Context: an optimization exercise on an open-source flow, tuned for small area, a short achievable clock period and few clock cycles. The choices shown serve that exercise and are no tape-out recipe. In this exercise RTL edits were held to simulation tests only and were not proved equivalent to the original. Power is estimated from default activity; no workload was simulated.

===== design.v =====
`timescale 1ns / 1ps
module axi_slave_ram #
(
    parameter C_AXI_ADDR_WIDTH = 9,
    parameter C_AXI_DATA_WIDTH = 32,
    parameter STRB_WIDTH = (C_AXI_DATA_WIDTH/8),
    parameter ID_WIDTH = 1,
    parameter PIPELINE_OUTPUT = 0
)
(
    input  wire                   clk,
    input  wire                   rst,
    input  wire [ID_WIDTH-1:0]    s_axi_awid,
    input  wire [C_AXI_ADDR_WIDTH-1:0]  s_axi_awaddr,
    input  wire [7:0]             s_axi_awlen,
    input  wire [2:0]             s_axi_awsize,
    input  wire [1:0]             s_axi_awburst,
    input  wire                   s_axi_awlock,
    input  wire [3:0]             s_axi_awcache,
    input  wire [2:0]             s_axi_awprot,
    input  wire                   s_axi_awvalid,
    output wire                   s_axi_awready,
    input  wire [C_AXI_DATA_WIDTH-1:0]  s_axi_wdata,
    input  wire [STRB_WIDTH-1:0]  s_axi_wstrb,
    input  wire                   s_axi_wlast,
    input  wire                   s_axi_wvalid,
    output wire                   s_axi_wready,
    output wire [ID_WIDTH-1:0]    s_axi_bid,
    output wire [1:0]             s_axi_bresp,
    output wire                   s_axi_bvalid,
    input  wire                   s_axi_bready,
    input  wire [ID_WIDTH-1:0]    s_axi_arid,
    input  wire [C_AXI_ADDR_WIDTH-1:0]  s_axi_araddr,
    input  wire [7:0]             s_axi_arlen,
    input  wire [2:0]             s_axi_arsize,
    input  wire [1:0]             s_axi_arburst,
    input  wire                   s_axi_arlock,
    input  wire [3:0]             s_axi_arcache,
    input  wire [2:0]             s_axi_arprot,
    input  wire                   s_axi_arvalid,
    output wire                   s_axi_arready,
    output wire [ID_WIDTH-1:0]    s_axi_rid,
    output wire [C_AXI_DATA_WIDTH-1:0]  s_axi_rdata,
    output wire [1:0]             s_axi_rresp,
    output wire                   s_axi_rlast,
    output wire                   s_axi_rvalid,
    input  wire                   s_axi_rready
);
localparam NWORDS = 128;
integer h;
reg [31:0] ra [0:NWORDS/2-1];
reg [31:0] rb [0:NWORDS/2-1];
reg        ph;
wire [31:0] mem [0:NWORDS-1];
genvar gp;
generate
    for (gp = 0; gp < NWORDS/2; gp = gp + 1) begin : g_phys
        assign mem[2*gp]   = ra[gp];
        assign mem[2*gp+1] = rb[gp];
    end
endgenerate
always @(posedge clk)
    ph <= !ph;
reg                wc_v;           
reg [8:0]          wc_addr;
reg [1:0]          wc_size;
reg                wc_fixed;
reg [7:0]          wc_cnt;
reg                wc_last;        
reg [ID_WIDTH-1:0] wc_id;
reg                awq_v;          
reg [8:0]          awq_addr;
reg [1:0]          awq_size;
reg                awq_fixed;
reg [7:0]          awq_len;
reg [ID_WIDTH-1:0] awq_id;
reg [63:0]         wp_pair;
reg [31:0]         wp_data;
reg [3:0]          wp_strb [0:7];   
reg                wd_v;
reg [7:0]          wd_hi;
reg [7:0]          wd_lo;
reg [31:0]         wd_data;
reg [3:0]          wd_strb;
reg                bvalid_r;       
reg [ID_WIDTH-1:0] bid_r;
reg                bq1_v;
reg [ID_WIDTH-1:0] bq1_id;
reg                awready_r;      
reg                wready_r;
reg                wready_ni;      
reg                bvalid_ni;      
assign s_axi_awready = awready_r;
assign s_axi_wready  = wready_r;
assign s_axi_bvalid  = bvalid_r;
assign s_axi_bid     = bid_r;
assign s_axi_bresp   = 2'b00;
wire aw_hs = s_axi_awvalid & !awq_v;
wire w_hs  = s_axi_wvalid & !wready_ni;
wire b_hs  = !bvalid_ni & s_axi_bready;
wire w_last = wc_last;
wire b_push = w_hs & w_last;
wire w_direct = w_hs & !rst & (wc_addr[2] == ph);
wire w_defer  = w_hs & !rst & (wc_addr[2] != ph);
wire [7:0] w_hi, w_lo;
genvar gd;
generate
    for (gd = 0; gd < 8; gd = gd + 1) begin : g_wdec
        assign w_hi[gd] = (wc_addr[8:6] == gd);
        assign w_lo[gd] = (wc_addr[5:3] == gd);
    end
endgenerate
wire [1:0] awsize_c = (s_axi_awsize > 3'd2) ? 2'd2 : s_axi_awsize[1:0];
wire [8:0] wc_inc = (wc_size == 2'd0) ? 9'd1 : (wc_size == 2'd1) ? 9'd2 : 9'd4;
reg                wc_v_n;
reg [8:0]          wc_addr_n;
reg [1:0]          wc_size_n;
reg                wc_fixed_n;
reg [7:0]          wc_cnt_n;
reg [ID_WIDTH-1:0] wc_id_n;
reg                awq_v_n;
reg                bvalid_n, bq1_v_n;
reg [ID_WIDTH-1:0] bid_n, bq1_id_n;
wire wc_free = !wc_v | b_push;    
wire wready_n;
always @* begin
    wc_v_n = wc_v; wc_addr_n = wc_addr; wc_size_n = wc_size; wc_fixed_n = wc_fixed;
    wc_cnt_n = wc_cnt; wc_id_n = wc_id;
    awq_v_n = awq_v;
    if (w_hs && !w_last) begin
        if (!wc_fixed) wc_addr_n = wc_addr + wc_inc;
        wc_cnt_n = wc_cnt - 8'd1;
    end
    if (wc_free) begin
        if (awq_v) begin
            wc_v_n = 1'b1; wc_addr_n = awq_addr; wc_size_n = awq_size; wc_fixed_n = awq_fixed;
            wc_cnt_n = awq_len; wc_id_n = awq_id;
            awq_v_n = aw_hs;
        end else if (aw_hs) begin
            wc_v_n = 1'b1; wc_addr_n = s_axi_awaddr; wc_size_n = awsize_c;
            wc_fixed_n = (s_axi_awburst == 2'b00);
            wc_cnt_n = s_axi_awlen; wc_id_n = s_axi_awid;
        end else begin
            wc_v_n = 1'b0;
        end
    end else if (aw_hs) begin
        awq_v_n = 1'b1;
    end
    bvalid_n = !bvalid_ni; bid_n = bid_r; bq1_v_n = bq1_v; bq1_id_n = bq1_id;
    if (b_hs) begin
        bvalid_n = bq1_v; bid_n = bq1_id; bq1_v_n = 1'b0;
    end
    if (b_push) begin
        if (!bvalid_n) begin
            bvalid_n = 1'b1; bid_n = wc_id;
        end else begin
            bq1_v_n = 1'b1; bq1_id_n = wc_id;
        end
    end
end
assign wready_n = wc_v_n && !(wc_cnt_n == 8'd0 && bvalid_n && bq1_v_n) &&
                  !(w_hs && (wc_addr_n[2] == wc_addr[2]));
always @(posedge clk) begin
    if (rst) begin
        wc_v <= 1'b0;
        awq_v <= 1'b0;
        bvalid_r <= 1'b0;
        bvalid_ni <= 1'b1;
        bq1_v <= 1'b0;
        awready_r <= 1'b1;
        wready_r <= 1'b0;
        wready_ni <= 1'b1;
    end else begin
        wc_v <= wc_v_n;
        awq_v <= awq_v_n;
        bvalid_r <= bvalid_n;
        bvalid_ni <= !bvalid_n;
        bq1_v <= bq1_v_n;
        awready_r <= !awq_v_n;
        wready_r <= wready_n;
        wready_ni <= !wready_n;
    end
    wc_addr <= wc_addr_n; wc_size <= wc_size_n; wc_fixed <= wc_fixed_n;
    wc_cnt <= wc_cnt_n; wc_id <= wc_id_n;
    wc_last <= (wc_cnt_n == 8'd0);
    bid_r <= bid_n; bq1_id <= bq1_id_n;
    if (aw_hs) begin
        awq_addr <= s_axi_awaddr; awq_size <= awsize_c; awq_fixed <= (s_axi_awburst == 2'b00);
        awq_len <= s_axi_awlen; awq_id <= s_axi_awid;
    end
    wd_v <= w_defer;
    wd_hi <= w_hi;
    wd_lo <= w_lo;
    wd_data <= s_axi_wdata;
    wd_strb <= s_axi_wstrb;
    for (h = 0; h < 64; h = h + 1)
        wp_pair[h] <= w_direct ? (w_hi[h / 8] & w_lo[h % 8]) : (wd_v & wd_hi[h / 8] & wd_lo[h % 8]);
    if (w_direct) begin
        wp_data <= s_axi_wdata;
        for (h = 0; h < 8; h = h + 1)
            wp_strb[h] <= s_axi_wstrb & {4{w_hi[h]}};
    end else begin
        wp_data <= wd_data;
        for (h = 0; h < 8; h = h + 1)
            wp_strb[h] <= wd_strb & {4{wd_v & wd_hi[h]}};
    end
end
wire [31:0] ws_data = wp_data;
genvar gi, gb, gt;
generate
    for (gi = 0; gi < NWORDS/2; gi = gi + 1) begin : g_pair
        wire [31:0] na;
        for (gb = 0; gb < 4; gb = gb + 1) begin : g_byte
            wire wen, wen_n;
            rm_and2  u_en  (.a(wp_pair[gi]), .b(wp_strb[gi / 8][gb]), .y(wen));
            rm_nand2 u_enn (.a(wp_pair[gi]), .b(wp_strb[gi / 8][gb]), .y(wen_n));
            for (gt = 0; gt < 8; gt = gt + 1) begin : g_bit
                rm_ao22 u_m (.a0(wen), .a1(ws_data[8*gb+gt]), .b0(wen_n), .b1(rb[gi][8*gb+gt]),
                             .y(na[8*gb+gt]));
            end
        end
        always @(posedge clk) begin
            ra[gi] <= na;
            rb[gi] <= ra[gi];
        end
    end
endgenerate
reg                rc_v;
reg [1:0]          rc_off;
reg [1:0]          rc_size;
reg                rc_fixed;
reg [7:0]          rc_cnt;
reg                rc_last;        
reg [ID_WIDTH-1:0] rc_id;
reg                rc_w0;          
reg [31:0]         rs_lo;
reg [3:0]          rs_hi;
reg                arq_v;
reg [8:0]          arq_addr;
reg [1:0]          arq_size;
reg                arq_fixed;
reg [7:0]          arq_len;
reg [ID_WIDTH-1:0] arq_id;
reg                s2_v;
reg                s2_last;
reg [ID_WIDTH-1:0] s2_id;
reg [31:0]         p_n [0:3];
reg                arready_r;      
reg                rvalid_r;
reg                rvalid_ni;      
wire [31:0]        rdata_r;
wire               rlast_r;
wire [ID_WIDTH-1:0] rid_r;
assign s_axi_arready = arready_r;
assign s_axi_rvalid  = rvalid_r;
assign s_axi_rdata   = rdata_r;
assign s_axi_rlast   = rlast_r;
assign s_axi_rid     = rid_r;
assign s_axi_rresp   = 2'b00;
wire ar_hs    = s_axi_arvalid & !arq_v;
wire out_free = rvalid_ni | s_axi_rready;
wire s2_adv   = s2_v & out_free;
wire fetch    = rc_v & (!s2_v | out_free);
wire r_last   = rc_last;
wire rc_free  = !rc_v | (fetch & r_last);
wire [1:0] arsize_c = (s_axi_arsize > 3'd2) ? 2'd2 : s_axi_arsize[1:0];
wire rc_carry = !rc_fixed && ((rc_size == 2'd2) || (rc_size == 2'd1 && rc_off[1]) ||
                              (rc_size == 2'd0 && rc_off == 2'd3));
wire [1:0] rc_off_inc = (rc_size == 2'd0) ? rc_off + 2'd1 : (rc_size == 2'd1) ? rc_off + 2'd2 : rc_off;
wire [8:0] new_addr = arq_v ? arq_addr : s_axi_araddr;
reg [31:0] rs_lo_n;
reg [3:0]  rs_hi_n;
integer q;
always @* begin
    rs_hi_n = rs_hi;
    for (q = 0; q < 16; q = q + 1) begin
        rs_lo_n[2*q]   = rs_lo[2*q+1];
        rs_lo_n[2*q+1] = rs_lo[2*q];
    end
    if (rc_free) begin
        for (q = 0; q < 32; q = q + 1)
            rs_lo_n[q] = ({new_addr[6:3], new_addr[2] ^ !ph} == q);
        for (q = 0; q < 4; q = q + 1)
            rs_hi_n[q] = (new_addr[8:7] == q);
    end else if (fetch && rc_carry) begin
        if (rc_w0) begin
            rs_lo_n = {rs_lo[29:0], rs_lo[31:30]};
            if (rs_lo[31] | rs_lo[30])
                rs_hi_n = {rs_hi[2:0], rs_hi[3]};
        end else begin
            rs_lo_n = rs_lo;
        end
    end
end
reg  [NWORDS-1:0] rsel;
wire [NWORDS-1:0] rsel_n;
genvar gs;
generate
    for (gs = 0; gs < NWORDS; gs = gs + 1) begin : g_rsel
        rm_and2 u (.a(rs_lo_n[gs % 32]), .b(rs_hi_n[gs / 32]), .y(rsel_n[gs]));
    end
endgenerate
always @(posedge clk)
    rsel <= rsel_n;
wire [31:0] p_mux [0:3];
genvar gj, gg, gk;
generate
    for (gk = 0; gk < 3; gk = gk + 1) begin : g_grp
        for (gj = 0; gj < 32; gj = gj + 1) begin : g_rbit
            wire [10:0] l1;    
            wire [2:0]  l2;    
            for (gg = 0; gg < 11; gg = gg + 1) begin : g_l1
                rm_aoi222 u (.a0(mem[33*gk+3*gg][gj]), .s0(rsel[33*gk+3*gg]),
                             .a1(mem[33*gk+3*gg+1][gj]), .s1(rsel[33*gk+3*gg+1]),
                             .a2(mem[33*gk+3*gg+2][gj]), .s2(rsel[33*gk+3*gg+2]), .y(l1[gg]));
            end
            rm_nand4 u20 (.a(l1[0]), .b(l1[1]), .c(l1[2]),  .d(l1[3]),  .y(l2[0]));
            rm_nand4 u21 (.a(l1[4]), .b(l1[5]), .c(l1[6]),  .d(l1[7]),  .y(l2[1]));
            rm_nand3 u22 (.a(l1[8]), .b(l1[9]), .c(l1[10]), .y(l2[2]));
            rm_nor3 u3 (.a(l2[0]), .b(l2[1]), .c(l2[2]), .y(p_mux[gk][gj]));
        end
    end
    for (gj = 0; gj < 32; gj = gj + 1) begin : g_rbit3
        wire [9:0] l1;     
        wire [2:0] l2;     
        for (gg = 0; gg < 9; gg = gg + 1) begin : g_l1
            rm_aoi222 u (.a0(mem[99+3*gg][gj]), .s0(rsel[99+3*gg]),
                         .a1(mem[99+3*gg+1][gj]), .s1(rsel[99+3*gg+1]),
                         .a2(mem[99+3*gg+2][gj]), .s2(rsel[99+3*gg+2]), .y(l1[gg]));
        end
        rm_aoi22 u9 (.a0(mem[126][gj]), .s0(rsel[126]), .a1(mem[127][gj]), .s1(rsel[127]), .y(l1[9]));
        rm_nand4 u20 (.a(l1[0]), .b(l1[1]), .c(l1[2]), .d(l1[3]), .y(l2[0]));
        rm_nand3 u21 (.a(l1[4]), .b(l1[5]), .c(l1[6]), .y(l2[1]));
        rm_nand3 u22 (.a(l1[7]), .b(l1[8]), .c(l1[9]), .y(l2[2]));
        rm_nor3 u3 (.a(l2[0]), .b(l2[1]), .c(l2[2]), .y(p_mux[3][gj]));
    end
endgenerate
wire [31:0] rdata_d = ~(p_n[0] & p_n[1] & p_n[2] & p_n[3]);
wire        s2_hold = !s2_adv;
reg  [31:0] rdata_q;
reg         rlast_q;
reg  [ID_WIDTH-1:0] rid_q;
wire [31:0] rdata_nd;
wire        rlast_nd;
wire [ID_WIDTH-1:0] rid_nd;
genvar go;
generate
    for (go = 0; go < 32; go = go + 1) begin : g_rdata
        rm_ao22 u (.a0(s2_adv), .a1(rdata_d[go]), .b0(s2_hold), .b1(rdata_q[go]), .y(rdata_nd[go]));
    end
    for (go = 0; go < ID_WIDTH; go = go + 1) begin : g_rid
        rm_mux2 u (.s(s2_adv), .a0(rid_q[go]), .a1(s2_id[go]), .y(rid_nd[go]));
    end
endgenerate
rm_mux2 u_rlast (.s(s2_adv), .a0(rlast_q), .a1(s2_last), .y(rlast_nd));
always @(posedge clk) begin
    rdata_q <= rdata_nd;
    rlast_q <= rlast_nd;
    rid_q <= rid_nd;
end
assign rdata_r = rdata_q;
assign rlast_r = rlast_q;
assign rid_r = rid_q;
integer k;
always @(posedge clk) begin
    if (rst) begin
        rc_v <= 1'b0;
        arq_v <= 1'b0;
        s2_v <= 1'b0;
        rvalid_r <= 1'b0;
        rvalid_ni <= 1'b1;
        arready_r <= 1'b1;
    end else begin
        if (rc_free)
            rc_v <= arq_v | ar_hs;
        if (rc_free)
            arq_v <= 1'b0;
        else if (ar_hs)
            arq_v <= 1'b1;
        arready_r <= !(rc_free ? 1'b0 : (arq_v | ar_hs));
        if (fetch)
            s2_v <= 1'b1;
        else if (s2_adv)
            s2_v <= 1'b0;
        if (s2_adv) begin
            rvalid_r <= 1'b1;
            rvalid_ni <= 1'b0;
        end else if (s_axi_rready) begin
            rvalid_r <= 1'b0;
            rvalid_ni <= 1'b1;
        end
    end
    if (rc_free) begin
        rc_off <= new_addr[1:0];
        if (arq_v) begin
            rc_size <= arq_size; rc_fixed <= arq_fixed; rc_cnt <= arq_len; rc_id <= arq_id;
        end else begin
            rc_size <= arsize_c; rc_fixed <= (s_axi_arburst == 2'b00);
            rc_cnt <= s_axi_arlen; rc_id <= s_axi_arid;
        end
        rc_last <= arq_v ? (arq_len == 8'd0) : (s_axi_arlen == 8'd0);
        rc_w0 <= new_addr[2];
    end else if (fetch) begin
        rc_cnt <= rc_cnt - 8'd1;
        rc_last <= (rc_cnt == 8'd1);
        if (!rc_fixed)
            rc_off <= rc_off_inc;
        if (rc_carry)
            rc_w0 <= !rc_w0;
    end
    rs_lo <= rs_lo_n;
    rs_hi <= rs_hi_n;
    if (ar_hs) begin
        arq_addr <= s_axi_araddr; arq_size <= arsize_c; arq_fixed <= (s_axi_arburst == 2'b00);
        arq_len <= s_axi_arlen; arq_id <= s_axi_arid;
    end
    if (fetch) begin
        for (k = 0; k < 4; k = k + 1)
            p_n[k] <= p_mux[k];
        s2_last <= r_last;
        s2_id <= rc_id;
    end
end
endmodule
module rm_aoi222 (input wire a0, input wire s0, input wire a1, input wire s1,
                  input wire a2, input wire s2, output wire y);
    assign y = ~((a0 & s0) | (a1 & s1) | (a2 & s2));
endmodule
module rm_aoi22 (input wire a0, input wire s0, input wire a1, input wire s1, output wire y);
    assign y = ~((a0 & s0) | (a1 & s1));
endmodule
module rm_nand4 (input wire a, input wire b, input wire c, input wire d, output wire y);
    assign y = ~(a & b & c & d);
endmodule
module rm_nand3 (input wire a, input wire b, input wire c, output wire y);
    assign y = ~(a & b & c);
endmodule
module rm_mux2 (input wire s, input wire a0, input wire a1, output wire y);
    assign y = s ? a1 : a0;
endmodule
module rm_and3 (input wire a, input wire b, input wire c, output wire y);
    assign y = a & b & c;
endmodule
module rm_ao22 (input wire a0, input wire a1, input wire b0, input wire b1, output wire y);
    assign y = (a0 & a1) | (b0 & b1);
endmodule
module rm_and2 (input wire a, input wire b, output wire y);
    assign y = a & b;
endmodule
module rm_nor3 (input wire a, input wire b, input wire c, output wire y);
    assign y = ~(a | b | c);
endmodule
module rm_nand2 (input wire a, input wire b, output wire y);
    assign y = ~(a & b);
endmodule

===== flow/run.sh =====
#!/bin/bash
export BUFFER_PORTS_ARGS="-buffer_cell sky130_fd_sc_hd__buf_2"
export MAX_REPAIR_ANTENNAS_ITER_DRT=5
bash standard.sh > standard.log 2>&1

===== standard.sh =====
#!/bin/bash
# synth_recipe.tcl (not shown) runs the flow's synth.tcl, then flattens the netlist and writes it again
# the make line also repeats each setting of config.mk as NAME=value (left out here)
make -C /OpenROAD-flow-scripts/flow DESIGN_CONFIG=/design/flow/config.mk WORK_HOME=/design/flow/orfs CLKGATE_MAP_FILE= SYNTH_SCRIPT=/design/flow/synth_recipe.tcl "${@:-finish}"

===== config.mk =====
export PLATFORM = sky130hd
export DESIGN_NAME = axi_slave_ram
export DESIGN_NICKNAME = axi_slave_ram
export VERILOG_FILES = /design/flow/design.v
export SDC_FILE = /design/flow/constraint.sdc
export NUM_CORES = 8
export LEC_CHECK = 0
export CAP_MARGIN = 20
export CORE_MARGIN = 2
export CORE_UTILIZATION = 65
export CTS_CLUSTER_DIAMETER = 80
export CTS_CLUSTER_SIZE = 30
export PLACE_DENSITY = 0.75
export SETUP_SLACK_MARGIN = 3.0
export SLEW_MARGIN = 20
export SYNTH_HIERARCHICAL = 1

===== constraint.sdc =====
create_clock -name core_clock -period 5.0 [get_ports {clk}]
set_input_delay 1.0000 -clock core_clock [delete_from_list [all_inputs] [get_ports {clk}]]
set_output_delay 1.0000 -clock core_clock [all_outputs]
set_load 0.01 [all_outputs]

==> impl_metrics.py, run 1 <==
metrics = {
    "timing": {
        "rsz0062_at_grt": "true",
        "post-route-period-util_pct": 51.79,
        "slew_viol_final": 0,
        "slew_headroom_pct": 16.15,
        "finalSetupViolations": 0,
        "max_freq_mhz": 386.2,
        "skew_ns": 0.04798,
        "worst_slew_pin_slew_ns": 1.258,
        "setup_slack_ns": 2.411,
        "setup_tns_ns": 0,
        "finalHoldViolCount": 0,
        "period_minus_slack_ns": 2.589,
    },
    "yosys": {
        "yosys.area.top_type": "dfxtp_1",
        "synth-adder-area-share_pct": 0.08411,
        "synth_cell_type_count": 68,
        "synth_compound_area_share_pct": 24.13,
        "synthArstFlopShare_pct": 0,
        "avgSynthCellArea_um2": 13.80,
        "synth_commonest_cells": "dfxtp_1, a22o_1, a222oi_1, nand2_1, and2_1",
        "synth.area.top_cells": "dfxtp_1, a22o_1, a222oi_1",
        "seq_area_frac_synth_pct": 68.70,
        "synth_top_area_share_pct": 64.55,
        "muxShareOfSynthArea_pct": 0.4885,
        "synth-simple-area-share_pct": 6.121,
        "synth-seq-cells": 4702,
        "synth_xor_area_share_pct": 0.1378,
        "synth_cells": 10134,
        "yosysMostFrequentCell": "dfxtp_1",
        "syn_area_mm2": 0.1398,
        "ys_warn_count": 15,
        "synth_flop_cell": "dfxtp_1",
        "synth_edf_count": 193,
        "synth_top_family_by_area": "compound AO/OA/AOI/OAI gates",
    },
    "cts": {
        "cts_tree": "built",
        "numCtsBuffers": 177,
        "clockRootBuffer": "clkbuf_16",
        "cts_num_sinks": 4702,
        "clk_pin_slew_ns": 0.11,
        "ctsHtreeMaxLevel": 4,
        "clk_latency_ns": 0.93,
        "cts.path.max_buffers": 3,
        "ctsHoldBuffers": 0,
    },
    "layout": {
        "regArea_mm2": 0.09657,
        "drive_above_1_share_pct": 12.55,
        "multiInputGateArea_mm2": 0.04542,
        "fill_cells": 13848,
        "finalNonFillerCells": 13674,
        "area.growth.synth_to_final_pct": 11.85,
        "final_nets": 10861,
    },
    "critical_path": {
        "crit_path_end_kind": "flip-flop",
        "cp_max_fo": 8,
        "worstSetupStartpointType": "flip-flop",
        "cp.required_ns": 5.81,
        "worst-setup-path-type": "reg2reg",
        "cp.arrival_ns": 3.40,
    },
    "place": {
        "place_congestion": 0.9848,
        "dpl.hpwl_um": 294000,
        "dp_slack_ns": 1.252,
        "port_buffers": 128,
        "place_inst": 13121,
    },
    "global_routing": {
        "antenna_found_initial": 48,
        "grt_pass1_vias": 100008,
        "grt.total_usage_pct": 41.67,
        "grt_max_degree": 80,
        "grt_overflow": 0,
        "grt_pass1_wl_um": 676800,
    },
    "route": {
        "wl_um": 481600,
        "vias_per_cell": 7.591,
        "drc": 0,
        "ant_nets": 0,
        "avgRoutedWirePerCell_um": 35.22,
        "first_iter_violations": 20156,
        "first_pass_iters": 17,
        "vias": 103795,
    },
    "floorplan": {
        "die_area_mm2": 0.2189,
        "die_y_um": 467.8,
        "start_util_pct": 65.28,
        "core_area_mm2": 0.2142,
        "num_io_pins": 150,
        "fp.dieW_um": 467.8,
        "fp-row-count": 170,
    },
    "power_and_ir_drop": {
        "power_density_mw_per_mm2": 378.0,
        "leakage_nw": 57.47,
        "irDropWorstVdd_mv": 0.4485,
    },
    "job": {
        "cap_violations": 0,
    },
    "worst_hold_path": {
        "worstHoldPathType": "in2reg",
    },
    "run_status": {
        "status": "finished clean",
    },
}
-- through the flow --
| stage | utilization, % | total power [mW] | area (µm²) | hold WS (ns) |
|---|---|---|---|---|
| 6_report | 73.02 | 59.13 | 156400 | 0.1994 |
| 5_1_grt | 73.00 | 60.35 | 156400 | 0.1871 |
| 4_1_cts | 72.13 | 58.69 | 154500 | 0.1779 |
| 3_5_place_dp | 67.65 | 40.93 | 144900 | 0.3345 |
| 3_3_place_gp | 67.65 | 40.89 | 144900 | 0.3331 |
| 2_1_floorplan | - | 39.93 | 140300 | 0.3305 |
-- per-module statistics from Yosys, one instance, submodules excluded, a selection --
module / area (µm²) / cells / flip-flops and latches
rm_nor3: 10.01 / 1 / 0
rm_ao22: 8.758 / 1 / 0
rm_nand2: 3.754 / 1 / 0
rm_mux2: 15.01 / 1 / 0
rm_and2: 6.256 / 1 / 0
rm_nand3: 5.005 / 1 / 0
rm_aoi22: 12.51 / 1 / 0
axi_slave_ram: 100900 / 5524 / 4702
rm_nand4: 6.256 / 1 / 0
-- worst max-delay path, cell delays in order, from the launching register on --
cell	delay, ns
edfxtp_1	0.40
ha_2	0.22
nor3_4	0.05
buf_6	0.13
and4bb_4	0.37
o211a_4	0.23
buf_12	0.12
buf_6	0.10
mux2i_4	0.27
o21ai_4	0.09
buf_6	0.19
buf_16	0.15
and2_1	0.14
-- power by group --
group	total (mW)	leakage, nW	switching, mW	internal, mW
Combinational	2.18	17.1	1.43	0.749
Clock	18.2	2.45	11.2	7.04
Sequential	38.7	37.9	0.795	37.9
-- flip-flops by register name (all words and copies together) (netlist names), 9 cells and up --
signal	count
rsel	128
rb	2048
wp_data	32
wp_pair	64
arq_addr	9
wp_strb	32
awq_addr	9
wc_addr	9
rdata_q	32
p_n	128
wd_data	32
rs_lo	32
ra	2048
-- kinds of logic (layout without fill, tap and decap cells) --
logic type	after synthesis	count (layout)
xor+xnor	22	22
compound gates	3710	3714
buf+inv	111	773
other cells	1	30
simple gates	1513	1520
flops	4702	4702
fa+ha+maj	9	9
mux	66	66
-- worst paths after layout --
check                                    start    endpoint  slack (ns)  cells past startpoint
worst max-delay path                 rc_off[1]   rsel[107]        2.41                     12
worst min-delay path            s_axi_wdata[0]  wd_data[0]        0.20                      1
worst max register to register       rc_off[1]   rsel[107]        2.41                     12
worst min register to register      ra[52][13]  rb[52][13]        0.33                      0
-- area by class of cell --
class                      instances  area share [%]
tap                             2838           2.270
timing repair buffer             496           3.586
timing repair inverter             1        0.004800
clock inverter                    18          0.1488
inverter                          34         0.09679
multi-input combinational       5335           29.04
antenna                           26         0.04160
sequential                      4702           61.74
clock buffer                     224           3.074
-- cells in the final DEF (no fill, tap or decap), types with 21 or more instances in the layout --
cell and instances:
nor3_2 27, nand4_1 257, nor2_1 34, buf_6 110
inv_1 29, a222oi_1 1344, buf_16 22, dfxtp_4 111
a22o_1 2128, dfxtp_1 4328, and2_4 111, nand3_1 160
o21ai_1 53, a22oi_2 33, buf_12 77, and2_1 274
nor3_4 111, diode_2 26, dfxtp_2 70, nand2_1 423
clkbuf_1 36, buf_2 90, mux2i_1 48, buf_4 173
o22ai_4 21, nand2_2 40, edfxtp_1 193, clkbuf_16 196
-- routing by layer --
layer  share of wire, %  vias to the layer above  track usage [%]
met1                 36                    51290            52.34
met2                 43                     7583            61.95
li1                   -                    43223                -
met4                8.4                       28            30.62
met5              0.061                        -                0
met3                 13                     1671            11.20
-- timing repair --
item,in CTS,in global routing
setup endpoints to repair,605,497
buffers inserted,157,92
gates resized for setup,526,254
cloned,25,11
pin swaps,234,208
Testbench counts, summed over its fixed seeds: cycles 12,407.
==> inputs of run 2 (changes only) <==
--- a/config.mk
+++ b/config.mk
@@ -12,4 +12,4 @@
 export CTS_CLUSTER_SIZE = 30
-export PLACE_DENSITY = 0.75
-export SETUP_SLACK_MARGIN = 3.0
+export PLACE_DENSITY = 0.7
+export SETUP_SLACK_MARGIN = 2.8
 export SLEW_MARGIN = 20
==> impl_metrics.py, run 2 <==
metrics = {
    "cts": {
        "clk_pin_slew_ns": 0.12,
        "numCtsBuffers": 176,
        "clk_latency_ns": 0.88,
        "cts.path.max_buffers": 3,
        "clockRootBuffer": "clkbuf_16",
        "cts_num_sinks": 4702,
        "ctsHtreeMaxLevel": 4,
        "cts_tree": "built",
    },
    "timing": {
        "skew_ns": 0.03505,
        "worst_slew_pin_slew_ns": 1.248,
        "finalSetupViolations": 0,
        "finalHoldViolCount": 0,
        "slew_headroom_pct": 16.78,
        "max_freq_mhz": 390.3,
        "slew_viol_final": 0,
        "post-route-period-util_pct": 51.24,
        "hold_ws_ns": 0.2231,
        "setup_tns_ns": 0,
        "rsz0062_at_grt": "true",
        "period_minus_slack_ns": 2.562,
    },
    "global_routing": {
        "grt_pass1_wl_um": 659800,
        "grt_max_degree": 131,
        "grt.total_usage_pct": 40.42,
        "grt_pass1_vias": 98211,
        "antenna_found_initial": 42,
        "grt_overflow": 0,
    },
    "critical_path": {
        "rr_startpoint": "rsel[75]",
        "cp_max_fo": 6,
        "worstSetupStartpointType": "flip-flop",
        "worst-setup-path-type": "reg2reg",
        "cp.arrival_ns": 3.18,
        "rrSetupSlack_ns": 2.44,
        "r2r_end": "p_n[2][2]",
        "r2r_cells": 4,
        "cp.required_ns": 5.61,
        "crit_path_end_kind": "flip-flop",
    },
    "floorplan": {
        "core_area_mm2": 0.2142,
        "num_io_pins": 150,
        "fp.dieW_um": 467.8,
        "start_util_pct": 65.28,
        "fp-row-count": 170,
        "die_y_um": 467.8,
        "die_area_mm2": 0.2189,
    },
    "yosys": {
        "synth_top_area_share_pct": 64.55,
        "muxShareOfSynthArea_pct": 0.4885,
        "yosysMostFrequentCell": "dfxtp_1",
        "ys_warn_count": 15,
        "synthArstFlopShare_pct": 0,
        "synth_cells": 10134,
        "avgSynthCellArea_um2": 13.80,
        "synth-adder-area-share_pct": 0.08411,
        "synth_compound_area_share_pct": 24.13,
        "synth_flop_cell": "dfxtp_1",
        "synth_commonest_cells": "dfxtp_1, a22o_1, a222oi_1, nand2_1, and2_1",
        "synth_top_family_by_area": "compound AO/OA/AOI/OAI gates",
        "syn_area_mm2": 0.1398,
        "yosys.area.top_type": "dfxtp_1",
        "synth_xor_area_share_pct": 0.1378,
        "synth_edf_count": 193,
        "synth-simple-area-share_pct": 6.121,
        "synth_cell_type_count": 68,
        "seq_area_frac_synth_pct": 68.70,
        "synth-seq-cells": 4702,
        "synth.area.top_cells": "dfxtp_1, a22o_1, a222oi_1",
    },
    "route": {
        "wl_um": 462200,
        "first_iter_violations": 17705,
        "vias": 101092,
        "ant_nets": 0,
        "vias_per_cell": 7.462,
        "first_pass_iters": 14,
        "avgRoutedWirePerCell_um": 34.11,
        "drc": 0,
    },
    "place": {
        "port_buffers": 128,
        "place_congestion": 0.9677,
        "dpl.hpwl_um": 300900,
    },
    "power_and_ir_drop": {
        "power.total_mw": 58.57,
        "power_density_mw_per_mm2": 381.1,
        "leakage_nw": 56.25,
        "irDropWorstVdd_mv": 0.4338,
    },
    "worst_hold_path": {
        "holdPathEnd": "wd_strb[1]",
        "hold_path.startpoint": "s_axi_wstrb[1]",
        "worstHoldPathType": "in2reg",
        "hold_depth": 1,
    },
    "layout": {
        "drive_above_1_share_pct": 10.33,
        "area.growth.synth_to_final_pct": 9.905,
        "layout_commonest_cell": "dfxtp_1",
        "final_nets": 10746,
        "largest_registers": "ra x2048, rb x2048",
        "layout_common_cells": "dfxtp_1, a22o_1, a222oi_1, nand2_1, and2_1",
    },
    "run_status": {
        "status": "finished clean",
    },
    "job": {
        "cap_violations": 0,
    },
}
-- run 2: cell types whose count changed in the layout (fill, tap and decap cells not counted), moves of 33 or more --
| cell | delta |
|---|---|
| and2_1 | +61 |
| and2_4 | -61 |
| dfxtp_4 | -46 |
| dfxtp_2 | +43 |
| nand2_1 | +37 |
| nand2_2 | -35 |
| nor3_4 | -34 |
| buf_6 | -33 |
-- run 2: cell families (layout without fill, tap and decap cells) --
family          Yosys count  after routing
other cells               1             27
simple gates           1513           1515
buf+inv                 111            654
xor+xnor                 22             22
mux                      66             66
flops                  4702           4702
compound gates         3710           3715
fa+ha+maj                 9              9
-- run 2: repair_timing --
item                       4_1_cts  5_1_grt
setup buffers                   82       33
gates resized for setup        343      117
pin swaps                      117      110
cloned                          17        4
setup endpoints to repair      418      272
hold buffers                     0        0
-- run 2: worst max-delay path by stage --
stage | from | to | slack [ns] | cells past startpoint
after detailed placement | s_axi_rready | rsel[10] | 1.22 | 7
after global placement | s_axi_rready | rsel[42] | 1.28 | 7
after CTS | rsel[75] | p_n[2][6] | 2.53 | 4
final | rsel[75] | p_n[2][2] | 2.44 | 4
after global routing | rc_off[1] | rsel[51] | 2.49 | 12
after floorplan | s_axi_rready | rsel[123] | 0.31 | 7
-- run 2: critical path, stage by stage, from the launching register on --
cell	delay [ns]
dfxtp_4	0.40
buf_12	0.16
a222oi_1	0.56
nand4_1	0.52
nor3_4	0.64
-- run 2: final cells by class --
cell class,instances,area (µm²)
diodes,23,57.56
clock buffers,222,4790
clock inverters,11,140.1
fillers,14522,60510
inverters,34,146.4
multi-input cells,5331,44690
flip-flops and latches,4702,96450
well taps,2838,3551
repair buffers,386,3855
repair inverters,1,7.507
-- run 2: through the flow --
stage               setup slack (ns)  util, %  cells  cell area [µm²]
finish                         2.438    71.75  13548           153700
global route                   2.495    71.74  13535           153700
CTS                            2.531    71.29  13488           152700
detailed placement             1.215    67.74  13156           145100
global placement               1.277    67.73  13155           145100
floorplan                     0.3129        -  10137           140100
-- run 2: routing by layer --
layer / part of all wire (%) / GRT usage [%] / vias up
li1: - / - / 42923
met2: 45 / 62.12 / 6419
met5: 0.035 / 0 / -
met3: 11 / 9.283 / 1330
met4: 7.9 / 28.33 / 24
met1: 37 / 50.58 / 50396
-- run 2: Yosys stat by module (local to each module, per instance) --
module | flip-flops and latches | cells inside | copies in the design | cell area (µm²)
rm_and2 | 0 | 1 | 384 | 6.256
rm_aoi222 | 0 | 1 | 1344 | 10.01
rm_nor3 | 0 | 1 | 128 | 10.01
rm_ao22 | 0 | 1 | 2080 | 8.758
axi_slave_ram | 4702 | 5524 | 1 | 100900
rm_mux2 | 0 | 1 | 2 | 15.01
rm_nand3 | 0 | 1 | 160 | 5.005
rm_nand4 | 0 | 1 | 224 | 6.256
rm_nand2 | 0 | 1 | 256 | 3.754
rm_aoi22 | 0 | 1 | 32 | 12.51
-- run 2: where the power goes --
part           total (mW)  internal [mW]  switching [mW]
combinational        1.98          0.632            1.35
sequential           38.6           37.9           0.712
clock                18.0           6.90            11.1
total                58.6           45.5            13.1
==> inputs of run 3 (changes only) <==
--- a/config.mk
+++ b/config.mk
@@ -9,3 +9,3 @@
 export CORE_MARGIN = 2
-export CORE_UTILIZATION = 65
+export CORE_UTILIZATION = 60
 export CTS_CLUSTER_DIAMETER = 80
==> impl_metrics.py, run 3 <==
metrics = {
    "run_status": {
        "status": "finished clean",
    },
    "place": {
        "port_buffers": 128,
        "dpl.hpwl_um": 300700,
        "place_congestion": 0.9723,
    },
    "route": {
        "dr_wl_met2_um": 209600,
        "wl_um": 468800,
        "wirelength_met1_um": 175900,
        "drc": 0,
        "highest_layer": "met5",
        "first_pass_iters": 17,
        "vias_per_cell": 7.351,
        "vias": 101108,
        "first_iter_violations": 17718,
        "ant_nets": 0,
        "avgRoutedWirePerCell_um": 34.08,
        "route.met3.wl_um": 49340,
    },
    "critical_path": {
        "rr_startpoint": "rsel[99]",
        "cp.arrival_ns": 3.12,
        "worst-setup-path-type": "reg2reg",
        "crit_path_end_kind": "flip-flop",
        "crit_path_top_delay_cell": "a222oi_1",
        "cp.required_ns": 5.66,
        "r2r_end": "p_n[3][21]",
        "slowest_delay_ns": 0.84,
        "crit_chain": "buf_12 > a222oi_1 > nand4_1 > nor3_4",
        "worstSetupStartpointType": "flip-flop",
        "rrSetupSlack_ns": 2.53,
        "r2r_cells": 4,
        "cp_max_fo": 9,
    },
    "floorplan": {
        "die_y_um": 486.8,
        "core_area_mm2": 0.2321,
        "die_area_mm2": 0.2369,
        "start_util_pct": 60.25,
        "fp-row-count": 177,
        "fp.dieW_um": 486.8,
        "num_io_pins": 150,
    },
    "yosys": {
        "synth.area.top_cells": "dfxtp_1, a22o_1, a222oi_1",
        "synth_flop_cell": "dfxtp_1",
        "yosysMostFrequentCell": "dfxtp_1",
        "muxShareOfSynthArea_pct": 0.4885,
        "synth_top_family_by_area": "compound AO/OA/AOI/OAI gates",
        "syn_area_mm2": 0.1398,
        "avgSynthCellArea_um2": 13.80,
        "ys_warn_count": 15,
        "synth-adder-area-share_pct": 0.08411,
        "synth_top_area_share_pct": 64.55,
        "synth-simple-area-share_pct": 6.121,
        "synth_edf_count": 193,
        "yosys.area.top_type": "dfxtp_1",
        "synth_compound_area_share_pct": 24.13,
        "seq_area_frac_synth_pct": 68.70,
        "synth_cell_type_count": 68,
        "synthArstFlopShare_pct": 0,
        "synth_cells": 10134,
        "synth_commonest_cells": "dfxtp_1, a22o_1, a222oi_1, nand2_1, and2_1",
        "synth_xor_area_share_pct": 0.1378,
        "synth-seq-cells": 4702,
    },
    "global_routing": {
        "grt_pass1_vias": 97868,
        "grt.total_usage_pct": 37.61,
        "grt_overflow": 0,
        "antenna_found_initial": 46,
        "grt_max_degree": 83,
        "grt_pass1_wl_um": 665500,
    },
    "cts": {
        "numCtsBuffers": 178,
        "cts.path.max_buffers": 3,
        "cts_tree": "built",
        "clk_latency_ns": 0.89,
        "clockRootBuffer": "clkbuf_16",
        "clk_pin_slew_ns": 0.11,
        "cts_num_sinks": 4702,
        "ctsHoldBuffers": 0,
        "ctsHtreeMaxLevel": 4,
    },
    "timing": {
        "period_minus_slack_ns": 2.465,
        "skew_ns": 0.03111,
        "worst_slew_pin_slew_ns": 1.233,
        "slew_viol_final": 0,
        "finalHoldViolCount": 0,
        "rsz0062_at_grt": "true",
        "setup_tns_ns": 0,
        "finalSetupViolations": 0,
        "post-route-period-util_pct": 49.30,
        "slew_headroom_pct": 17.81,
        "hold_ws_ns": 0.2181,
        "max_freq_mhz": 405.7,
    },
    "power_and_ir_drop": {
        "intPower_mw": 45.45,
        "power_density_mw_per_mm2": 380.9,
        "irDropWorstVdd_mv": 0.3244,
        "leakage_nw": 56.39,
        "p_seq_share_pct": 65.9,
        "p_sw_mw": 13.27,
        "p_clk_share_pct": 30.8,
        "power_switching_share_pct": 22.60,
        "p_comb_share_pct": 3.3,
    },
    "layout": {
        "drive_above_1_share_pct": 10.79,
        "layout_common_cells": "dfxtp_1, a22o_1, a222oi_1, nand2_1, and2_1",
        "final_nets": 10748,
        "largest_registers": "ra x2048, rb x2048",
        "area.growth.synth_to_final_pct": 10.25,
        "layout_commonest_cell": "dfxtp_1",
    },
    "worst_hold_path": {
        "worstHoldPathType": "in2reg",
        "hold_depth": 1,
        "holdPathEnd": "wd_data[9]",
        "hold_path.startpoint": "s_axi_wdata[9]",
    },
    "job": {
        "cap_violations": 0,
    },
}
-- run 3: cell type report --
type	instances	area [µm²]
sequential	4702	96520
inverter	34	147.6
clock inverter	22	206.4
fill	16893	77920
multi-input combinational	5331	44780
antenna	14	35.03
clock buffer	222	4796
tap	3043	3807
timing repair buffer	386	3871
timing repair inverter	1	7.507
-- run 3: power by group through the flow --
stage	logic (mW)	clock network, mW	registers [mW]
after global placement	1.39	0	39.5
after CTS	1.72	18.2	38.7
after detailed placement	1.42	0	39.5
after floorplan	0.625	0	39.3
final	1.93	18.1	38.7
after global routing	1.98	19.5	38.7
-- run 3: timing repair --
action	CTS	global route
setup endpoints to repair	467	411
endpoints found under the hold margin	0	0
cloned	17	6
buffers inserted	85	58
pin swaps	99	115
gates resized for setup	358	182
-- run 3: metal layers --
| metal | global-route usage [%] | vias up |
|---|---|---|
| met5 | 0 | - |
| met4 | 23.80 | 38 |
| met3 | 8.003 | 1289 |
| met2 | 58.28 | 6139 |
| met1 | 48.07 | 50712 |
| li1 | - | 42930 |
-- run 3: kinds of logic after synthesis --
family,Yosys count
AOI/OAI and AO/OA,3710
xor gates and xnor gates,22
adders and majority gates,9
buffers and inverters,111
DFF,4702
muxes,66
other,1
and+or+nand+nor,1513
-- run 3: critical path, delay by kind of cell, from the launching register on --
kind / cells / cell delay (ns)
AO/OA/AOI/OAI: 1 / 0.84
buffers and inverters: 1 / 0.15
flip-flops: 1 / 0.37
AND/OR/NAND/NOR: 2 / 0.88
-- run 3: worst max path at each step --
stage,from,endpoint,slack (ns),depth (start not counted)
after global placement,s_axi_rready,rsel[45],1.35,7
final,rsel[99],p_n[3][21],2.53,4
after floorplan,s_axi_rready,rsel[123],0.31,7
after global routing,rlast_q,s_axi_rlast,2.58,1
after detailed placement,s_axi_rready,rsel[77],1.30,7
after CTS,rlast_q,s_axi_rlast,2.58,1
-- run 3: modules after synthesis (local to each module, per instance) --
module | flip-flops and latches | area, µm² | cells inside
rm_nand4 | 0 | 6.256 | 1
rm_mux2 | 0 | 15.01 | 1
rm_aoi22 | 0 | 12.51 | 1
rm_and2 | 0 | 6.256 | 1
rm_ao22 | 0 | 8.758 | 1
rm_nand3 | 0 | 5.005 | 1
rm_nor3 | 0 | 10.01 | 1
rm_nand2 | 0 | 3.754 | 1
axi_slave_ram | 4702 | 100900 | 5524
rm_aoi222 | 0 | 10.01 | 1
-- run 3: stage by stage --
| step | util (%) | std cells | worst slack, ns | power, mW | instance area (µm²) |
|---|---|---|---|---|---|
| 2_1_floorplan | - | 10137 | 0.3129 | 39.92 | 140100 |
| 3_3_place_gp | 62.52 | 13331 | 1.352 | 40.91 | 145100 |
| 3_5_place_dp | 62.52 | 13331 | 1.299 | 40.95 | 145100 |
| 4_1_cts | 65.86 | 13677 | 2.576 | 58.54 | 152900 |
| 5_1_grt | 66.42 | 13746 | 2.576 | 60.16 | 154200 |
| 6_report | 66.43 | 13755 | 2.535 | 58.73 | 154200 |
==> inputs of run 4 (changes only) <==
--- a/config.mk
+++ b/config.mk
@@ -9,6 +9,6 @@
 export CORE_MARGIN = 2
-export CORE_UTILIZATION = 60
+export CORE_UTILIZATION = 65
 export CTS_CLUSTER_DIAMETER = 80
 export CTS_CLUSTER_SIZE = 30
-export PLACE_DENSITY = 0.7
+export PLACE_DENSITY = 0.75
 export SETUP_SLACK_MARGIN = 2.8
==> impl_metrics.py, run 4 <==
metrics = {
    "yosys": {
        "synth-seq-cells": 4702,
        "ys_warn_count": 15,
        "syn_area_mm2": 0.1398,
        "avgSynthCellArea_um2": 13.80,
        "synth_cells": 10134,
        "yosys.area.top_type": "dfxtp_1",
        "seq_area_frac_synth_pct": 68.70,
        "synth_commonest_cells": "dfxtp_1, a22o_1, a222oi_1, nand2_1, and2_1",
        "synth_flop_cell": "dfxtp_1",
        "synth_top_area_share_pct": 64.55,
        "yosysMostFrequentCell": "dfxtp_1",
        "synth.area.top_cells": "dfxtp_1, a22o_1, a222oi_1",
        "synthArstFlopShare_pct": 0,
        "synth_edf_count": 193,
        "synth_cell_type_count": 68,
    },
    "critical_path": {
        "cp_max_fo": 2,
        "crit_path_end_kind": "output port",
        "cp.arrival_ns": 1.45,
        "worst-setup-path-type": "reg2out",
        "critPathTopFamily": "flip-flops",
        "worstSetupStartpointType": "flip-flop",
        "cp.required_ns": 4.00,
        "crit_chain": "buf_6",
        "crit_path_top_delay_cell": "dfxtp_4",
        "slowest_delay_ns": 0.42,
        "critPathBufInv": 1,
    },
    "place": {
        "port_buffers": 128,
        "place_inst": 13149,
        "place_congestion": 0.9722,
        "dpl.hpwl_um": 294300,
        "place_area_mm2": 0.1450,
    },
    "timing": {
        "finalHoldViolCount": 0,
        "skew_ns": 0.05301,
        "worst_slew_pin_slew_ns": 1.216,
        "rsz0062_at_grt": "true",
        "period_minus_slack_ns": 2.451,
        "finalSetupViolations": 0,
        "max_freq_mhz": 407.9,
        "slew_viol_final": 0,
        "slew_headroom_pct": 18.93,
        "setup_tns_ns": 0,
        "post-route-period-util_pct": 49.03,
        "hold_ws_ns": 0.1893,
    },
    "route": {
        "drc": 0,
        "avgRoutedWirePerCell_um": 33.94,
        "vias_per_cell": 7.499,
        "ant_nets": 0,
        "vias": 101513,
        "first_iter_violations": 18850,
        "wl_um": 459500,
        "first_pass_iters": 15,
    },
    "cts": {
        "cts.path.max_buffers": 3,
        "clk_pin_slew_ns": 0.11,
        "cts_num_sinks": 4702,
        "cts_tree": "built",
        "clk_latency_ns": 0.93,
        "ctsHtreeMaxLevel": 4,
        "ctsHoldBuffers": 0,
        "clockRootBuffer": "clkbuf_16",
        "numCtsBuffers": 177,
    },
    "power_and_ir_drop": {
        "irDropWorstVdd_mv": 0.3901,
        "leakage_nw": 56.10,
        "power_density_mw_per_mm2": 383.0,
        "power.total_mw": 58.73,
    },
    "layout": {
        "regArea_mm2": 0.09647,
        "largest_registers": "ra x2048, rb x2048",
        "layout_commonest_cell": "dfxtp_1",
        "area.growth.synth_to_final_pct": 9.669,
        "drive_above_1_share_pct": 10.34,
        "final_nets": 10722,
        "stdcell_area_mm2": 0.1534,
        "multiInputGateArea_mm2": 0.04453,
        "fill_cells": 14367,
        "finalNonFillerCells": 13537,
        "layout_common_cells": "dfxtp_1, a22o_1, a222oi_1, nand2_1, and2_1",
    },
    "global_routing": {
        "grt_pass1_vias": 98568,
        "grt_overflow": 0,
        "antenna_found_initial": 32,
        "grt_pass1_wl_um": 655700,
        "grt_max_degree": 81,
        "grt.total_usage_pct": 40.00,
    },
    "floorplan": {
        "die_y_um": 467.8,
        "fp-row-count": 170,
        "core_area_mm2": 0.2142,
        "fp.dieW_um": 467.8,
        "die_area_mm2": 0.2189,
        "num_io_pins": 150,
        "start_util_pct": 65.28,
    },
    "run_status": {
        "status": "finished clean",
    },
    "worst_hold_path": {
        "worstHoldPathType": "in2reg",
    },
    "job": {
        "cap_violations": 0,
    },
}
==> run 4: cell counts after synthesis <==
Identical to the previous run, type by type.
==> run 4: cell type report <==
cell class / count / share of cell area (%)
Antenna cell: 19 / 0.03100
Clock buffer: 239 / 3.233
Tap cell: 2838 / 2.315
Multi-Input combinational cell: 5331 / 29.04
Timing Repair Buffer: 362 / 2.285
Inverter: 34 / 0.1052
Sequential cell: 4702 / 62.91
Clock inverter: 12 / 0.08404
==> run 4: through the flow <==
| step | utilization (%) | setup slack, ns |
|---|---|---|
| floorplan | - | 0.3129 |
| global placement | 67.72 | 1.567 |
| detailed placement | 67.72 | 1.566 |
| CTS | 70.90 | 2.545 |
| global route | 71.58 | 2.539 |
| finish | 71.60 | 2.549 |
==> run 4: worst paths after layout <==
| path | startpoint | to | slack, ns | depth (start not counted) |
|---|---|---|---|---|
| max | rdata_q[3] | s_axi_rdata[3] | 2.55 | 1 |
| min | s_axi_wdata[26] | wd_data[26] | 0.19 | 1 |
| max reg2reg | rsel[57] | p_n[1][6] | 2.66 | 3 |
| min reg2reg | ra[47][29] | rb[47][29] | 0.34 | 0 |
==> run 4: layer usage <==
metal	global-route usage (%)	routed length, µm	part of all wire (%)	up-vias
met3	10.73	55450	12	1483
met1	50.74	167600	36	50207
met4	27.13	36180	7.9	18
met2	59.92	200100	44	6921
met5	0.1976	143	0.031	-
li1	-	-	-	42884
==> run 4: Yosys stat by module, one instance, submodules excluded <==
module | flops+latches | copies in the design | cells
axi_slave_ram | 4702 | 1 | 5524
rm_and2 | 0 | 384 | 1
rm_ao22 | 0 | 2080 | 1
rm_aoi22 | 0 | 32 | 1
rm_aoi222 | 0 | 1344 | 1
rm_mux2 | 0 | 2 | 1
rm_nand2 | 0 | 256 | 1
rm_nand3 | 0 | 160 | 1
rm_nand4 | 0 | 224 | 1
rm_nor3 | 0 | 128 | 1
==> run 4: repair_timing <==
| action | in CTS | in global routing |
|---|---|---|
| pin swaps | 67 | 89 |
| setup endpoints to repair | 431 | 351 |
| resized for setup | 249 | 178 |
| buffers inserted | 49 | 45 |
| gates cloned | 10 | 11 |
==> run 4: logic make-up after synthesis <==
| logic type | after synthesis | share of synthesized area (%) |
|---|---|---|
| buffers and inverters | 111 | 0.3391 |
| adder cells (fa/ha/maj) | 9 | 0.08411 |
| XOR/XNOR | 22 | 0.1378 |
| other | 1 | 0.002682 |
| flip-flops | 4702 | 68.70 |
| AO/OA/AOI/OAI | 3710 | 24.13 |
| multiplexers | 66 | 0.4886 |
| AND/OR/NAND/NOR | 1513 | 6.121 |
==> run 4: power by group <==
group | internal, mW | switching, mW | total [mW]
Clock | 7.05 | 11.1 | 18.2
Sequential | 37.9 | 0.737 | 38.7
Combinational | 0.575 | 1.30 | 1.88
Total | 45.5 | 13.2 | 58.7
==> inputs of run 5 (changes only) <==
--- a/config.mk
+++ b/config.mk
@@ -10,3 +10,3 @@
 export CORE_UTILIZATION = 65
-export CTS_CLUSTER_DIAMETER = 80
+export CTS_CLUSTER_DIAMETER = 120
 export CTS_CLUSTER_SIZE = 30
==> impl_metrics.py, run 5 <==
metrics = {
    "timing": {
        "slew_viol_final": 0,
        "finalSetupViolations": 0,
        "rsz0062_at_grt": "true",
        "setup_tns_ns": 0,
        "slew_headroom_pct": 18.45,
        "post-route-period-util_pct": 49.25,
        "skew_ns": 0.04044,
        "max_freq_mhz": 406.1,
        "period_minus_slack_ns": 2.462,
        "worst_slew_pin_slew_ns": 1.223,
        "finalHoldViolCount": 0,
    },
    "route": {
        "first_iter_violations": 18929,
        "vias_per_cell": 7.489,
        "avgRoutedWirePerCell_um": 33.88,
        "first_pass_iters": 15,
        "wl_um": 458300,
        "drc": 0,
        "vias": 101313,
        "ant_nets": 0,
    },
    "place": {
        "place_congestion": 0.9722,
        "place_area_mm2": 0.1450,
        "port_buffers": 128,
        "dpl.hpwl_um": 294300,
        "place_inst": 13149,
    },
    "floorplan": {
        "start_util_pct": 65.28,
        "fp-row-count": 170,
        "fp.dieW_um": 467.8,
        "core_area_mm2": 0.2142,
        "num_io_pins": 150,
        "die_area_mm2": 0.2189,
        "die_y_um": 467.8,
    },
    "power_and_ir_drop": {
        "p_seq_share_pct": 66.2,
        "p_sw_mw": 13.09,
        "leakage_nw": 55.95,
        "power.total_mw": 58.43,
        "power_switching_share_pct": 22.40,
        "irDropWorstVdd_mv": 0.3811,
        "power_density_mw_per_mm2": 381.9,
        "intPower_mw": 45.34,
        "p_clk_share_pct": 30.6,
        "p_comb_share_pct": 3.2,
    },
    "yosys": {
        "synth_cells": 10134,
        "yosysMostFrequentCell": "dfxtp_1",
        "synth.area.top_cells": "dfxtp_1, a22o_1, a222oi_1",
        "synth_top_area_share_pct": 64.55,
        "avgSynthCellArea_um2": 13.80,
        "synth_cell_type_count": 68,
        "synth_flop_cell": "dfxtp_1",
        "synth_edf_count": 193,
        "syn_area_mm2": 0.1398,
        "yosys.area.top_type": "dfxtp_1",
        "ys_warn_count": 15,
        "synth_commonest_cells": "dfxtp_1, a22o_1, a222oi_1, nand2_1, and2_1",
        "seq_area_frac_synth_pct": 68.70,
        "synthArstFlopShare_pct": 0,
        "synth-seq-cells": 4702,
    },
    "layout": {
        "layout_commonest_cell": "dfxtp_1",
        "layout_common_cells": "dfxtp_1, a22o_1, a222oi_1, nand2_1, and2_1",
        "area.growth.synth_to_final_pct": 9.431,
        "fill_cells": 14411,
        "finalNonFillerCells": 13528,
        "largest_registers": "ra x2048, rb x2048",
        "stdcell_area_mm2": 0.1530,
        "drive_above_1_share_pct": 10.09,
        "final_nets": 10725,
    },
    "cts": {
        "clk_latency_ns": 0.92,
        "numCtsBuffers": 174,
        "cts_num_sinks": 4702,
        "cts_tree": "built",
        "clk_pin_slew_ns": 0.11,
        "cts.path.max_buffers": 3,
        "ctsHtreeMaxLevel": 4,
        "clockRootBuffer": "clkbuf_16",
    },
    "critical_path": {
        "cp.arrival_ns": 1.46,
        "cp_max_fo": 2,
        "crit_chain": "buf_6",
        "crit_path_top_delay_cell": "dfxtp_4",
        "critPathTopFamily": "flip-flops",
        "cp.required_ns": 4.00,
        "crit_path_end_kind": "output port",
        "worst-setup-path-type": "reg2out",
        "worstSetupStartpointType": "flip-flop",
        "critPathBufInv": 1,
        "slowest_delay_ns": 0.43,
    },
    "global_routing": {
        "antenna_found_initial": 35,
        "grt_pass1_wl_um": 657000,
        "grt.total_usage_pct": 40.07,
        "grt_max_degree": 81,
        "grt_pass1_vias": 98528,
        "grt_overflow": 0,
    },
    "run_status": {
        "status": "finished clean",
    },
    "worst_hold_path": {
        "worstHoldPathType": "in2reg",
    },
    "job": {
        "cap_violations": 0,
    },
}
-- run 5: cell counts after synthesis --
Identical to the previous run, type by type.
-- run 5: final cells by class --
class	count	area [µm²]	share of cell area, %
timing repair inverter	1	8.758	0.005724
inverter	34	161.4	0.1055
clock buffer	230	4820	3.150
timing repair buffer	364	3388	2.214
clock inverter	4	42.54	0.02780
tap	2838	3551	2.321
multi-input combinational	5334	44530	29.10
sequential	4702	96470	63.04
antenna	21	52.55	0.03434
-- run 5: repair_timing --
item / in CTS / in global routing
pin swaps: 58 / 76
setup buffers: 62 / 38
setup endpoints to repair: 431 / 329
resized for setup: 260 / 144
cloned: 13 / 9
hold buffers: 0 / 0
-- run 5: cell families (layout without fill, tap and decap cells) --
kind of cell	after synthesis	in the layout	share of synthesized area, %
buf+inv	111	633	0.3391
flops	4702	4702	68.70
compound gates	3710	3720	24.13
simple gates	1513	1513	6.121
mux	66	66	0.4886
fa+ha+maj	9	9	0.08411
other cells	1	25	0.002682
xor+xnor	22	22	0.1378
-- run 5: worst paths after layout --
check / slack [ns] / depth (start not counted) / from / to
setup / recovery: 2.54 / 1 / rdata_q[3] / s_axi_rdata[3]
hold / removal: 0.20 / 1 / s_axi_wdata[14] / wd_data[14]
setup reg to reg: 2.60 / 5 / rsel[99] / p_n[3][9]
hold reg to reg: 0.34 / 0 / ra[62][4] / rb[62][4]
-- run 5: per-module statistics from Yosys (local to each module, per instance) --
module,flip-flops and latches,cells
axi_slave_ram,4702,5524
rm_aoi222,0,1
rm_nand3,0,1
rm_nand4,0,1
rm_and2,0,1
rm_nand2,0,1
rm_mux2,0,1
rm_nor3,0,1
rm_aoi22,0,1
rm_ao22,0,1
-- run 5: through the flow --
| step | utilization, % | hold slack, ns | worst slack [ns] |
|---|---|---|---|
| after floorplan | - | 0.3305 | 0.3129 |
| after global routing | 71.42 | 0.1838 | 2.523 |
| after CTS | 70.91 | 0.1886 | 2.542 |
| after global placement | 67.72 | 0.3317 | 1.567 |
| final | 71.44 | 0.2020 | 2.538 |
| after detailed placement | 67.72 | 0.3345 | 1.566 |
-- run 5: power groups by stage --
stage	Clock (mW)	Combinational, mW	Sequential [mW]
4_1_cts	17.9	1.66	38.6
6_report	17.9	1.89	38.7
3_5_place_dp	0	1.41	39.5
2_1_floorplan	0	0.625	39.3
3_3_place_gp	0	1.39	39.5
5_1_grt	19.2	1.92	38.7
-- run 5: metal layers --
metal  GRT usage, %  vias to the layer above  wire (µm)
met1          51.65                    50258     170200
met3          9.634                     1391      51680
li1               -                    42886          -
met2          60.50                     6752     201300
met5         0.1976                        -        224
met4          25.98                       26      34850
==> inputs of run 6 (changes only) <==
--- a/config.mk
+++ b/config.mk
@@ -10,3 +10,3 @@
 export CORE_UTILIZATION = 65
-export CTS_CLUSTER_DIAMETER = 120
+export CTS_CLUSTER_DIAMETER = 100
 export CTS_CLUSTER_SIZE = 30
==> impl_metrics.py, run 6 <==
metrics = {
    "yosys": {
        "synth_commonest_cells": "dfxtp_1, a22o_1, a222oi_1, nand2_1, and2_1",
        "synth_cells": 10134,
        "synth_cell_type_count": 68,
        "synth_flop_cell": "dfxtp_1",
        "yosys.area.top_type": "dfxtp_1",
        "synth_top_family_by_area": "compound AO/OA/AOI/OAI gates",
        "synth_top_area_share_pct": 64.55,
        "synth-adder-area-share_pct": 0.08411,
        "synth.area.top_cells": "dfxtp_1, a22o_1, a222oi_1",
        "synth_edf_count": 193,
        "synth_compound_area_share_pct": 24.13,
        "muxShareOfSynthArea_pct": 0.4885,
        "synth_xor_area_share_pct": 0.1378,
        "synthArstFlopShare_pct": 0,
        "yosysMostFrequentCell": "dfxtp_1",
        "synth-simple-area-share_pct": 6.121,
        "ys_warn_count": 15,
        "seq_area_frac_synth_pct": 68.70,
        "avgSynthCellArea_um2": 13.80,
        "synth-seq-cells": 4702,
        "syn_area_mm2": 0.1398,
    },
    "cts": {
        "clk_latency_ns": 0.90,
        "clockRootBuffer": "clkbuf_16",
        "clk_pin_slew_ns": 0.11,
        "cts_tree": "built",
        "cts_num_sinks": 4702,
        "ctsHtreeMaxLevel": 4,
        "cts.path.max_buffers": 3,
        "numCtsBuffers": 174,
    },
    "route": {
        "first_pass_iters": 13,
        "vias": 101194,
        "ant_nets": 0,
        "wl_um": 457200,
        "first_iter_violations": 18894,
        "avgRoutedWirePerCell_um": 33.82,
        "drc": 0,
        "vias_per_cell": 7.485,
    },
    "timing": {
        "max_freq_mhz": 409.4,
        "finalHoldViolCount": 0,
        "skew_ns": 0.04813,
        "period_minus_slack_ns": 2.443,
        "slew_viol_final": 0,
        "finalSetupViolations": 0,
        "rsz0062_at_grt": "true",
        "slew_headroom_pct": 16.29,
        "worst_slew_pin_slew_ns": 1.256,
        "setup_tns_ns": 0,
        "post-route-period-util_pct": 48.86,
    },
    "layout": {
        "finalNonFillerCells": 13519,
        "largest_registers": "ra x2048, rb x2048",
        "utilization_pct": 71.48,
        "final_nets": 10719,
        "layout_commonest_cell": "dfxtp_1",
        "area.growth.synth_to_final_pct": 9.488,
        "drive_above_1_share_pct": 10.36,
        "layout_common_cells": "dfxtp_1, a22o_1, a222oi_1, nand2_1, and2_1",
    },
    "global_routing": {
        "antenna_found_initial": 30,
        "grt_overflow": 0,
        "grt_pass1_wl_um": 656600,
        "grt.total_usage_pct": 40.02,
        "grt_max_degree": 81,
        "grt_pass1_vias": 98673,
    },
    "floorplan": {
        "fp-row-count": 170,
        "die_area_mm2": 0.2189,
        "core_area_mm2": 0.2142,
        "start_util_pct": 65.28,
        "fp.dieW_um": 467.8,
        "num_io_pins": 150,
        "die_y_um": 467.8,
    },
    "place": {
        "place_inst": 13149,
        "dpl.hpwl_um": 294300,
        "port_buffers": 128,
        "place_congestion": 0.9722,
    },
    "critical_path": {
        "cp.arrival_ns": 1.44,
        "crit_path_top_delay_cell": "dfxtp_4",
        "cp.required_ns": 4.00,
        "crit_chain": "buf_6",
        "worst-setup-path-type": "reg2out",
        "slowest_delay_ns": 0.42,
        "critPathBufInv": 1,
        "crit_path_end_kind": "output port",
        "cp_max_fo": 2,
        "worstSetupStartpointType": "flip-flop",
        "critPathTopFamily": "flip-flops",
    },
    "worst_hold_path": {
        "worstHoldPathType": "in2reg",
    },
    "power_and_ir_drop": {
        "power_density_mw_per_mm2": 381.6,
        "irDropWorstVdd_mv": 0.3797,
        "leakage_nw": 56.02,
    },
    "job": {
        "cap_violations": 0,
    },
    "run_status": {
        "status": "finished clean",
    },
}
==> run 6: cell counts after synthesis <==
Identical to the previous run, type by type.
==> run 6: power breakdown <==
group | leakage (nW) | total (mW) | internal, mW | switching, mW
Sequential | 37.9 | 38.7 | 37.9 | 0.742
Clock | 2.37 | 17.9 | 6.84 | 11.0
Combinational | 15.7 | 1.88 | 0.593 | 1.29
==> run 6: logic make-up after synthesis <==
family                     Yosys count
AOI/OAI and AO/OA                 3710
and+or+nand+nor                   1513
buffers and inverters              111
other                                1
adders and majority gates            9
muxes                               66
xor gates and xnor gates            22
DFF                               4702
==> run 6: modules after synthesis (local to each module, per instance) <==
module	copies in the design	area (µm²)
rm_nand3	160	5.005
rm_nand4	224	6.256
rm_aoi22	32	12.51
rm_nor3	128	10.01
rm_and2	384	6.256
rm_aoi222	1344	10.01
axi_slave_ram	1	100900
rm_ao22	2080	8.758
rm_nand2	256	3.754
rm_mux2	2	15.01
==> run 6: metal layers <==
metal	GRT usage, %	up-vias	wire length [µm]
li1	-	42871	-
met1	51.11	50000	168000
met2	60.09	6903	199800
met3	10.16	1398	54050
met4	26.96	22	35210
met5	0.1976	-	193
==> run 6: timing repair <==
| action | CTS | global route |
|---|---|---|
| endpoints found under the setup margin | 431 | 341 |
| hold buffers | 0 | 0 |
| pin swaps | 59 | 89 |
| setup buffers | 62 | 34 |
| gates cloned | 10 | 10 |
| resized for setup | 265 | 179 |
==> run 6: path summary, 6_finish.rpt <==
check,startpoint,end,slack (ns),cells past startpoint
worst min-delay path,s_axi_wdata[14],wd_data[14],0.21,1
worst max register to register,rsel[99],p_n[3][9],2.61,5
worst min register to register,ra[4][17],rb[4][17],0.33,0
worst max-delay path,rdata_q[3],s_axi_rdata[3],2.56,1
==> run 6: final cells by class <==
| type | count | area (µm²) |
|---|---|---|
| fillers | 14396 | 61090 |
| clock buffers | 232 | 4827 |
| flip-flops and latches | 4702 | 96470 |
| diodes | 16 | 40.04 |
| well taps | 2838 | 3551 |
| multi-input cells | 5330 | 44540 |
| clock inverters | 4 | 42.54 |
| repair buffers | 363 | 3475 |
| inverters | 34 | 161.4 |
==> run 6: metrics by stage <==
| step | hold WS (ns) | setup slack, ns | power, mW | instance area (µm²) |
|---|---|---|---|---|
| 2_1_floorplan | 0.3305 | 0.3129 | 39.92 | 140100 |
| 3_5_place_dp | 0.3345 | 1.566 | 40.92 | 145000 |
| 5_1_grt | 0.1940 | 2.535 | 59.75 | 153100 |
| 4_1_cts | 0.1840 | 2.538 | 58.16 | 151800 |
| 6_report | 0.2138 | 2.557 | 58.42 | 153100 |
| 3_3_place_gp | 0.3317 | 1.567 | 40.88 | 145000 |

## re-timing with driven ports
In the flow no input, the clock included, has a driving cell. The finished layouts below were timed again as built, in two steps. Step 1 sets driving cells, clkbuf_16 on the clock port and buf_2 on the other inputs (assumed; they add their load-dependent delay and slew). Step 2 moves the port delays by t, midway between the first and last clock arrival at a register: inputs arrive t later, outputs are due t later. That takes back most of the time a late clock gives input paths. Slacks: ideal / step 1 / step 2; pairs: ideal / step 1.
run | t, ns | slack for setup (ns) | hold slack, ns | worst register clock-pin slew, ns | worst data-port slew with drivers (ns)
run 1 | 1.004 | 2.411 / 2.394 / 1.739 | 0.199 / 0.131 / 0.334 | 0.12 / 0.12 | 0.15
run 2 | 0.966 | 2.438 / 2.438 / 1.813 | 0.223 / 0.148 / 0.329 | 0.12 / 0.12 | 0.28
run 3 | 0.985 | 2.535 / 2.510 / 1.983 | 0.218 / 0.140 / 0.342 | 0.12 / 0.12 | 0.25
run 4 | 1.002 | 2.549 / 2.445 / 1.994 | 0.189 / 0.112 / 0.340 | 0.12 / 0.12 | 0.24
run 5 | 0.984 | 2.538 / 2.452 / 1.970 | 0.202 / 0.143 / 0.335 | 0.12 / 0.12 | 0.26
run 6 | 0.978 | 2.557 / 2.457 / 1.940 | 0.214 / 0.144 / 0.333 | 0.12 / 0.12 | 0.25
After both steps setup and hold are still met in every run listed. The setup slack of run 1, which loses most, moves by -0.017 ns with the drivers and by -0.672 ns with both steps.
